What follows belongs to an exercise in optimizing a design on an open flow for small area; a production flow would make more cautious choices. Function was checked by simulation only, so behaviour that the tests miss may differ from the original. No activity file was given, so power comes from the tool's default toggle rates.

nickel:
==> flow/design.v (excerpt) <==
module tv80s ( 
  m1_n, mreq_n, iorq_n, rd_n, wr_n, rfsh_n, halt_n, busak_n, A, data_out,
  reset_n, clk, wait_n, int_n, nmi_n, busrq_n, data_in
  );
For scale: roughly 3200 cells after synthesis, about 46 I/O pins, ~23000 um^2 of cells after synthesis.
==> flow/config.mk <==
export PLATFORM = sky130hd
export DESIGN_NAME = tv80s
export DESIGN_NICKNAME = tv80s
export VERILOG_FILES = /design/flow/design.v
export SDC_FILE = /design/flow/constraint.sdc
export NUM_CORES = 4
export LEC_CHECK = 0
export CAP_MARGIN = 20
export CORE_MARGIN = 2
export CORE_UTILIZATION = 40
export CTS_BUF_LIST = sky130_fd_sc_hd__clkbuf_8
export CTS_CLUSTER_DIAMETER = 100
export CTS_CLUSTER_SIZE = 12
export SLEW_MARGIN = 20
==> flow/constraint.sdc <==
create_clock -name core_clock -period 11.0 [get_ports {clk}]
set_input_delay 2.2000 -clock core_clock [delete_from_list [all_inputs] [get_ports {clk}]]
set_output_delay 2.2000 -clock core_clock [all_outputs]
set_load 0.01 [all_outputs]
standard.sh (not shown) runs the stock make flow with config.mk's settings and CLKGATE_MAP_FILE= SYNTH_SCRIPT=/design/flow/synth_recipe.tcl, a recipe that flattens the netlist after the stock synthesis.
==> flow/flow/run.sh <==
#!/bin/bash
# Standard ORFS flow, except that after the standard synthesis the
# combinational logic is re-mapped by ABC for area (flip-flops, their names
# and cell types are left exactly as the standard synthesis made them).
set -euo pipefail
R=orfs/results/sky130hd/tv80s/base
LIB=$FLOW_HOME/platforms/sky130hd/lib/sky130_fd_sc_hd__tt_025C_1v80.lib
YOSYS=$(command -v yosys || echo $FLOW_HOME/../tools/install/yosys/bin/yosys)

bash standard.sh synth > std_synth.log 2>&1
cp $R/1_2_yosys.v std_1_2_yosys.v

DUARGS=$(sed 's/^/-dont_use /' flow/dontuse.txt | tr '\n' ' ')
cat > reabc.ys <<EOT
read_liberty -ignore_miss_func -overwrite -setattr liberty_cell $LIB
read_verilog std_1_2_yosys.v
hierarchy -top $FLOW_TOP
setattr -mod -set keep_hierarchy 1 sky130_fd_sc_hd__dfxtp_1 sky130_fd_sc_hd__edfxtp_1 sky130_fd_sc_hd__dfrtp_1 sky130_fd_sc_hd__conb_1
flatten
opt_clean -purge
abc -liberty $LIB $DUARGS -script flow/reabc.abc $FLOW_TOP
opt_clean -purge
hilomap -singleton -hicell sky130_fd_sc_hd__conb_1 HI -locell sky130_fd_sc_hd__conb_1 LO
insbuf -buf sky130_fd_sc_hd__buf_4 A X
opt_clean -purge
rename -hide {w:*\$func\$*}
tee -o reabc_stat.txt stat -liberty $LIB
select $FLOW_TOP
write_verilog -noattr -nohex -nodec -selected reabc_1_2_yosys.v
EOT
$YOSYS -s reabc.ys > reabc_yosys.log 2>&1

# the flip-flops must be the standard synthesis's, one for one
ffs() { grep -E '^ *sky130_fd_sc_hd__(e?dfxtp|dfrtp)_[0-9]+ ' "$1" | sort; }
if ! cmp -s <(ffs std_1_2_yosys.v) <(ffs reabc_1_2_yosys.v); then
  echo "re-mapped netlist changed the flip-flops" >&2
  exit 1
fi

cp reabc_1_2_yosys.v $R/1_2_yosys.v
touch $R/1_2_yosys.v
rm -f $R/1_synth.odb $R/1_synth.sdc
bash standard.sh finish > std_finish.log 2>&1
==> flow/flow/reabc.abc <==
strash
dc2
&get -n
&deepsyn -T 180
&put
dc2
&get -n
&deepsyn -T 180
&put
dc2
&get -n
&deepsyn -T 180
&put
dch -f
amap
topo
stime -c
buffer -c
upsize -c -D 8000
dnsize -c -D 8000
Other scripts of this flow, unchanged in this note and not shown: flow/flow/dontuse.txt
Looking at the reports, nickel completed the entire flow and the layout it produced met the timing, design-rule and antenna checks.
Input-level comparison between fjord and nickel:
# nickel
export LEC_CHECK = 0
export CAP_MARGIN = 20
export CORE_MARGIN = 2
export CORE_UTILIZATION = 40
export CTS_BUF_LIST = sky130_fd_sc_hd__clkbuf_8
export CTS_CLUSTER_DIAMETER = 100
export CTS_CLUSTER_SIZE = 12
export SLEW_MARGIN = 20
create_clock -name core_clock -period 11.0 [get_ports {clk}]
# fjord
export LEC_CHECK = 0
export CAP_MARGIN = 20
export CORE_MARGIN = 2
export CORE_UTILIZATION = 40
export CTS_BUF_LIST = sky130_fd_sc_hd__clkbuf_8
export CTS_CLUSTER_DIAMETER = 100
export CTS_CLUSTER_SIZE = 10
export PLACE_DENSITY = 0.5
export SETUP_SLACK_MARGIN = 0.25
export SLEW_MARGIN = 20
create_clock -name core_clock -period 11.0 [get_ports {clk}]
diff --git a/flow/flow/run.sh b/flow/flow/run.sh
--- a/flow/flow/run.sh
+++ b/flow/flow/run.sh
@@ -4,2 +4,4 @@
 # and cell types are left exactly as the standard synthesis made them).
+# Three ABC runs with different random seeds go in parallel; the smallest
+# netlist is laid out.
 set -euo pipefail
@@ -13,3 +15,5 @@
 DUARGS=$(sed 's/^/-dont_use /' flow/dontuse.txt | tr '\n' ' ')
-cat > reabc.ys <<EOT
+for S in 1 2 3; do
+  sed "s/@SEED@/$S/g" flow/reabc.abc.in > reabc_$S.abc
+  cat > reabc_$S.ys <<EOT
 read_liberty -ignore_miss_func -overwrite -setattr liberty_cell $LIB
@@ -20,3 +24,3 @@
 opt_clean -purge
-abc -liberty $LIB $DUARGS -script flow/reabc.abc $FLOW_TOP
+abc -liberty $LIB $DUARGS -script reabc_$S.abc $FLOW_TOP
 opt_clean -purge
@@ -26,7 +30,9 @@
 rename -hide {w:*\$func\$*}
-tee -o reabc_stat.txt stat -liberty $LIB
+tee -o reabc_stat_$S.txt stat -liberty $LIB
 select $FLOW_TOP
-write_verilog -noattr -nohex -nodec -selected reabc_1_2_yosys.v
+write_verilog -noattr -nohex -nodec -selected reabc_$S.v
 EOT
-$YOSYS -s reabc.ys > reabc_yosys.log 2>&1
+  $YOSYS -s reabc_$S.ys > reabc_yosys_$S.log 2>&1 &
+done
+wait
 
@@ -34,8 +40,14 @@
 ffs() { grep -E '^ *sky130_fd_sc_hd__(e?dfxtp|dfrtp)_[0-9]+ ' "$1" | sort; }
-if ! cmp -s <(ffs std_1_2_yosys.v) <(ffs reabc_1_2_yosys.v); then
-  echo "re-mapped netlist changed the flip-flops" >&2
-  exit 1
-fi
+BEST=""; BESTA=""
+for S in 1 2 3; do
+  [[ -s reabc_$S.v ]] || continue
+  cmp -s <(ffs std_1_2_yosys.v) <(ffs reabc_$S.v) || continue
+  A=$(grep "Chip area for module '.$FLOW_TOP'" reabc_stat_$S.txt | awk '{print $NF}')
+  echo "seed $S area $A" >> reabc_choice.log
+  if [[ -z "$BESTA" ]] || awk "BEGIN{exit !($A < $BESTA)}"; then BEST=$S; BESTA=$A; fi
+done
+[[ -n "$BEST" ]] || { echo "no usable re-mapped netlist" >&2; exit 1; }
+echo "chosen seed $BEST area $BESTA" >> reabc_choice.log
 
-cp reabc_1_2_yosys.v $R/1_2_yosys.v
+cp reabc_$BEST.v $R/1_2_yosys.v
 touch $R/1_2_yosys.v
==> flow/flow/reabc.abc.in (new file) <==
strash
dc2
&get -n
&deepsyn -T 180 -S @SEED@
&put
dc2
&get -n
&deepsyn -T 180 -S @SEED@
&put
dch -f
amap
topo
stime -c
buffer -c
upsize -c -D 8000
dnsize -c -D 8000
removed: flow/flow/reabc.abc
Results
- Taking nickel as the reference, in fjord total power shows a reduction of 15%; count of routing violations after the opening detailed-route iteration -207.
- The highest-delay cell along the critical path comes out sky130_fd_sc_hd__dfxtp_2 in one run and sky130_fd_sc_hd__a221oi_1 in the other, namely in fjord and nickel respectively.
- Compared with nickel, fjord shows a higher synthesized area.
- [compare] base=nickel new=fjord: number of nets in the layout increased 0.67%, maximum level of the CTS H-tree essentially unchanged, post-CTS clock slew at the launch and capture registers of the worst setup and hold paths essentially unchanged.
- Internal cell power down about 10% in fjord wrt nickel

[port drivers added, routing unchanged]
Ports are ideal in the flow. The routed layouts listed here were re-timed in OpenROAD. Step 1: set_driving_cell puts a clkbuf_16 on clk and a buf_2 on each other input, an assumption about the parent block. Step 2 also shifts input and output timing later by t, the mid clock arrival at the registers, as if the neighbouring blocks saw the same clock. Slacks: ideal ports / drivers / drivers and shift; pairs: ideal ports / drivers.
run | shift t [ns] | setup slack, ns | worst hold slack (ns)
nickel | 0.696 | 0.998 / 0.998 / 0.998 | 0.475 / 0.475 / 0.475
fjord | 0.723 | 1.240 / 1.240 / 1.240 | 0.474 / 0.474 / 0.474
After both steps every run listed still meets setup and hold.
